This is an optimization exercise on Yosys and OpenROAD, whose aim is small area and a short achievable clock period, not a production implementation.
At most, simulation tests tie the RTL to the original design; equivalence was not proved.
Power figures rest on the tool's default switching activity, not on a simulated workload.

==> inputs of job 3630 <==
## SDC_fft
module SDC_fft #(
    parameter width = 12
) (
    input clk, rst_n,
    input signed [width-1:0] R, I,
    output signed [width-1:0] R_out, I_out,
    output done
);
    reg [4:0] count;
    reg done_r;                   
    always @(posedge clk or negedge rst_n) begin
        if (!rst_n) begin
            count <= 0;
            done_r <= 1'b0;
        end else begin
            if (count != 27) count <= count + 1'b1;
            done_r <= count[4] & count[3] & ~count[2] & count[1];    
        end
    end
    assign done = done_r;
    reg [3:0] ph;
    always @(posedge clk or negedge rst_n) begin
        if (!rst_n) ph <= 4'hf;
        else ph <= ph + 1'b1;
    end
    wire [3:0] pn = ph + 1'b1;
    wire [3:0] t1n = pn - 4'd14;        
    wire [3:0] t2n = pn - 4'd11;        
    wire [3:0] e2n = pn - 4'd9, e3n = pn - 4'd14, e4n = pn - 4'd1;
    wire [3:0] e5n = pn - 4'd3, e6n = pn - 4'd5;
    reg [7:0] sel1a, sel1n;       
    reg [3:0] sel2a, sel2b, sel2c, sel2d;
    reg s1bf, s2bf, s3bf, s4bf, s4j, x1, x2;
    always @(posedge clk) begin
        sel1a <= t1n[3] ? 8'd1 : (8'd1 << t1n[2:0]);
        sel1n <= ~(t1n[3] ? 8'd1 : (8'd1 << t1n[2:0]));
        sel2a <= t2n[2] ? (4'd1 << t2n[1:0]) : 4'd1;
        sel2b <= t2n[2] ? (4'd1 << t2n[1:0]) : 4'd1;
        sel2c <= t2n[2] ? (4'd1 << t2n[1:0]) : 4'd1;
        sel2d <= t2n[2] ? (4'd1 << t2n[1:0]) : 4'd1;
        s1bf <= pn[3];
        s2bf <= e2n[2];
        s3bf <= e3n[1];
        s4bf <= e4n[0];
  ...
Settings: LEC_CHECK=0, ABC_CLOCK_PERIOD_IN_PS=3400, CAP_MARGIN=20, CORE_MARGIN=2, CORE_UTILIZATION=55, SLEW_MARGIN=20, TNS_END_PERCENT=10; clock period 10.0 ns.
standard.sh (not shown) runs the stock make flow with config.mk's settings and CLKGATE_MAP_FILE= SYNTH_SCRIPT=/design/flow/synth_recipe.tcl, a recipe that flattens the netlist after the stock synthesis.
==> flow/flow/run.sh <==
#!/bin/bash
set -o pipefail
export SETUP_SLACK_MARGIN=6.6
bash standard.sh > standard.log 2>&1
==> job 4397: changes against job 3630 <==
==> flow/flow/run.sh (replaced) <==
#!/bin/bash
set -o pipefail
export SETUP_SLACK_MARGIN=6.9
bash standard.sh > standard.log 2>&1
- CTS_CLUSTER_DIAMETER: unset -> 80
- CTS_CLUSTER_SIZE: unset -> 30
==> notes <==
Of job 3630 and job 4397, job 4397 has the higher fmax (gap 2.9%, measured against job 4397). Of job 4397 and job 3630, job 4397 has the higher non-clock buffer count (gap 65). Flip-flop and latch count is the same in job 4397 and job 3630. Synthesized cell count is the same in job 4397 and job 3630. In job 3630 the global-route usage is lower than in job 4397, by 0.32 points. Of job 4397 and job 3630, job 3630 has the higher clock power (gap about 40%, measured against job 3630). Between job 4397 and job 3630, the lower first-iteration DRC count is in job 4397 (gap about 10%, measured against job 3630).

* * *

==> v9: inputs <==
Another version of the RTL of SDC_fft (not shown whole).
make LEC_CHECK=0 ABC_CLOCK_PERIOD_IN_PS=4000 CAP_MARGIN=20 CORE_MARGIN=2 CORE_UTILIZATION=40 SETUP_SLACK_MARGIN=5 SLEW_MARGIN=20 finish   # period 10.0 ns
run.sh (not shown) runs the stock make flow with config.mk's settings and CLKGATE_MAP_FILE= SYNTH_SCRIPT=/design/flow/synth_recipe.tcl, a recipe that flattens the netlist after the stock synthesis.
Stock flow here: none of the scripts above is used.
==> inputs of v26, as changes to v9 <==
--- a/flow/design.v
+++ b/flow/design.v
@@ -92,14 +92,16 @@
     always @(posedge clk) begin
         d11 <= f11;
         r1vr <= f12;
         if (!sel_1) begin
             e1r <= r1vr; e1i <= f12; e1t <= t1;
         end
-        p1r <= e1r; p1i <= e1i; p1t <= e1t;
-        p1a <= e1r + e1i; p1b <= e1i - e1r;
+        if (sel_1) begin
+            p1r <= e1r; p1i <= e1i; p1t <= e1t;
+            p1a <= e1r + e1i; p1b <= e1i - e1r;
+        end
         q1a <= sel_1 ? o1re : o1im;
         q1b <= sel_1 ? o1re : o1im;
         g1s <= r1s; g1c <= r1c; g1l <= r1l;
         h1 <= g1s + g1c + g1l;
     end
     wire signed [11:0] s1nr = s1sel ? h1 : d11;
==> flow/flow/run.sh (new file) <==
#!/bin/bash
set -o pipefail
export SETUP_SLACK_MARGIN=6.5
bash standard.sh > standard.log 2>&1
==> flow/standard.sh (new file) <==
#!/bin/bash
# synth_recipe.tcl (not shown) runs the flow's synth.tcl, then flattens the netlist and writes it again
# the make line also repeats each setting of config.mk as NAME=value (left out here)
make -C /OpenROAD-flow-scripts/flow DESIGN_CONFIG=/design/flow/config.mk WORK_HOME=/design/flow/orfs CLKGATE_MAP_FILE= SYNTH_SCRIPT=/design/flow/synth_recipe.tcl "${@:-finish}"
Settings changed: ABC_CLOCK_PERIOD_IN_PS 4000 to 3500, SETUP_SLACK_MARGIN 5 to unset.
removed: flow/run.sh
==> summary.md <==
| Metric | Value |
|---|---|
| Status | complete, no violations |
| Worst slew pin tran | 1.02 ns |
| Cells along the critical path | mux2i_4, xnor2_4, fa_2, fa_1, inv_1, fa_2, fa_1, ha_4, and3_4, a221o_1, a21oi_2, o21ai_1, a21oi_2, o31ai_4, nor4_2, nor3_2 |
| Post-route cell area | approximately 44,000 sq um |
| Maximum clock frequency | between 200 and 250 MHz |
| Internal power | 8040 uW |
| Yosys cell types | slightly above 90 |
| Worst r2r dst | h2[11]$_DFF_P_ |
| Routability-driven placement congestion ratio | about 0.92 |
| Routing usage on met3 | under 10% |
| WHS Endpoint | b02[4][10]$_DFF_P_ |
| Final Skew | between 0.02 and 0.03 ns |
| Die width | slightly above 300 um |
| Seq area share | around 41% |
| Worst skew pair latency | 0.63 ns |
| PwrDens | 264 nW/um^2 |
the above is filed under v26

==> summary.md <==
| Metric | Value |
|---|---|
| Routability-driven placement congestion ratio | just under 0.9 |
| Cells along the critical path | mux2i_4, xnor2_4, fa_2, fa_1, inv_1, fa_1, fa_1, ha_1, a21o_1, a21o_1, a21o_1, a31oi_2, o31ai_4, o41ai_4, xor2_1, mux2i_1 |
| Setup_tns | 0 ns |
| Post-route cell area | between 40,000 and 50,000 sq um |
| Comb pwr share | 26.7% |
| Seq area share | 43.6% |
| Worst slew pin tran | between 0.9 and 1 ns |
| Max-slew violation count | 0 |
| Worst r2r dst | h2[10]$_DFF_P_ |
| Status | complete, no violations |
| Initial drt markers | ~1,200 |
| PwrDens | around 260 nW/um^2 |
| Die width | about 300 um |
| WHS Endpoint | h3[1][7]$_DFF_P_ |
| Final Skew | approximately 0.025 ns |
| Routing usage on met3 | 3.09% |
the above is filed under v9

Function was not checked in any run of this note: the RTL went through the layout flow alone.

* * *

==> inputs of run K <==
SDC_fft, a different RTL version from the one above (not shown whole).
==> flow/config.mk <==
export PLATFORM = sky130hd
export DESIGN_NAME = SDC_fft
export DESIGN_NICKNAME = SDC_fft
export VERILOG_FILES = /design/flow/design.v
export SDC_FILE = /design/flow/constraint.sdc
export NUM_CORES = 4
export LEC_CHECK = 0
export ABC_CLOCK_PERIOD_IN_PS = 3400
export CAP_MARGIN = 20
export CORE_MARGIN = 2
export CORE_UTILIZATION = 55
export CTS_CLUSTER_DIAMETER = 80
export CTS_CLUSTER_SIZE = 30
export SLEW_MARGIN = 20
export TNS_END_PERCENT = 10
==> flow/constraint.sdc <==
create_clock -name core_clock -period 10.0 [get_ports {clk}]
set_input_delay 2.0000 -clock core_clock [delete_from_list [all_inputs] [get_ports {clk}]]
set_output_delay 2.0000 -clock core_clock [all_outputs]
set_load 0.01 [all_outputs]
standard.sh (not shown) runs the stock make flow with config.mk's settings and CLKGATE_MAP_FILE= SYNTH_SCRIPT=/design/flow/synth_recipe.tcl, a recipe that flattens the netlist after the stock synthesis.
==> flow/flow/run.sh <==
#!/bin/bash
set -o pipefail
export SETUP_SLACK_MARGIN=6.6
bash standard.sh > standard.log 2>&1
==> inputs of run G, as changes to run K <==
--- a/flow/design.v
+++ b/flow/design.v
@@ -2,27 +2,21 @@
     parameter width = 12
 ) (
     input clk, rst_n,
     input signed [width-1:0] R, I,
     output signed [width-1:0] R_out, I_out,
     output done
 );
     reg [4:0] count;
-    reg done_r;                   
     always @(posedge clk or negedge rst_n) begin
-        if (!rst_n) begin
-            count <= 0;
-            done_r <= 1'b0;
-        end else begin
-            if (count != 27) count <= count + 1'b1;
-            done_r <= count[4] & count[3] & ~count[2] & count[1];    
-        end
+        if (!rst_n) count <= 0;
+        else if (count != 27) count <= count + 1'b1;
     end
-    assign done = done_r;
+    assign done = count[4] & count[3] & ~count[2] & count[1] & count[0];
     reg [3:0] ph;
     always @(posedge clk or negedge rst_n) begin
         if (!rst_n) ph <= 4'hf;
         else ph <= ph + 1'b1;
     end
     wire [3:0] pn = ph + 1'b1;
     wire [3:0] t1n = pn - 4'd14;        
     wire [3:0] t2n = pn - 4'd11;        
==> flow/config.mk (replaced) <==
export PLATFORM = sky130hd
export DESIGN_NAME = SDC_fft
export DESIGN_NICKNAME = SDC_fft
export VERILOG_FILES = /design/flow/design.v
export SDC_FILE = /design/flow/constraint.sdc
export NUM_CORES = 4
export LEC_CHECK = 0
export ABC_CLOCK_PERIOD_IN_PS = 3400
export CAP_MARGIN = 20
export CORE_MARGIN = 2
export CORE_UTILIZATION = 40
export SLEW_MARGIN = 20
export TNS_END_PERCENT = 10
==> inputs of run F, as changes to run K <==
==> flow/config.mk (replaced) <==
export PLATFORM = sky130hd
export DESIGN_NAME = SDC_fft
export DESIGN_NICKNAME = SDC_fft
export VERILOG_FILES = /design/flow/design.v
export SDC_FILE = /design/flow/constraint.sdc
export NUM_CORES = 4
export LEC_CHECK = 0
export ABC_CLOCK_PERIOD_IN_PS = 3400
export CAP_MARGIN = 20
export CORE_MARGIN = 2
export CORE_UTILIZATION = 55
export SLEW_MARGIN = 20
export TNS_END_PERCENT = 10
==> qor summary <==
item	run G	run K	run F
Global-route wire length before repair	184,000 µm	180,000 µm	183,000 µm
Maximum number of pins on one net before global-route repair	88	85	85
Number of ordinary and repair buffers in the finished layout	142	122	131
Area taken by multi-input logic gates	0.0244 mm²	0.0242 mm²	0.0244 mm²
Highest Clock Rate	0.279 GHz	0.271 GHz	0.277 GHz
Critical path's slowest cell	sky130_fd_sc_hd__dfxtp_1	sky130_fd_sc_hd__dfxtp_1	sky130_fd_sc_hd__fa_1
Clock input transition at the sequential cells of the worst setup and hold paths	0.06 ns	0.10 ns	0.06 ns
Count of TritonRoute iterations in the first routing pass	12	11	12
Capture instance of the worst register-to-register path	d1rc[12]	d1ic[12]	d1ic[15]
Detail Route met3 WL	10,900 µm	8150 µm	9010 µm
Tightest Pin Transition	0.915 ns	0.989 ns	1.06 ns
Fin area	0.0508 mm²	0.0478 mm²	0.0498 mm²
Via count of the first global-routing pass	31,746	31,159	31,921
Total power divided by cell area	368 mW/mm²	359 mW/mm²	374 mW/mm²
Starting utilization of the core area	40.3%	55.6%	55.6%
Simple-gate share of the synthesized area	9.11%	9.86%	9.86%
Crit path capture	d1rc[12]	d1ic[12]	d1ic[15]
Fraction of area in multi-input gates	48.0%	50.5%	48.9%
Combinational group share of total power	48.3%	53.0%	49.1%
Run status	no timing/DRC/antenna violations	no timing/DRC/antenna violations	no timing/DRC/antenna violations
Clk cell area share	6.52%	2.87%	6.11%
DR WL met2	49,500 µm	49,800 µm	50,800 µm
Final-layout clock buffer total	121	46	121
Final antenna diode count	3	1	0
Total power of the final layout	0.0187 W	0.0172 W	0.0186 W
Layout Cells excl Fill	6,106	5,604	5,704
First DRT Iteration DRCs	2,900	2,905	3,303
Only the layout flow was run in run K and run F; the RTL was not checked for function there.

-- port drivers added, routing unchanged --
The flow's constraints put no driver on any port. The routed layouts listed below were extracted and timed again, unchanged, in two steps. Step 1 assumes that a clkbuf_16 drives the clock port and a buf_2 every other input. Step 2 moves the port delays by t, midway between the first and last clock arrival at a register: inputs arrive t later, outputs are due t later. That takes back most of the time a late clock gives input paths. Slacks: ideal ports / drivers / drivers and shift; pairs: ideal ports / drivers.
run	t, ns	setup WS [ns]	worst setup path after step 2	latest minus earliest clock arrival (ns)	worst register clock-pin slew, ns
job 3630	0.717	6.491 / 6.434 / 6.491	register to register	0.026 / 0.026	0.07 / 0.07
job 4397	0.688	6.593 / 6.593 / 6.593	register to register	0.038 / 0.038	0.12 / 0.12
v9	0.697	5.154 / 5.154 / 5.154	register to register	0.026 / 0.026	0.07 / 0.07
v26	0.680	5.408 / 5.408 / 5.408	register to register	0.032 / 0.032	0.07 / 0.07
run K	0.674	6.315 / 6.315 / 6.315	register to register	0.039 / 0.040	0.11 / 0.11
run G	0.716	6.411 / 6.400 / 6.411	register to register	0.050 / 0.051	0.07 / 0.07
run F	0.703	6.388 / 6.385 / 6.388	register to register	0.035 / 0.035	0.07 / 0.07
After both steps every run listed still meets setup and hold.
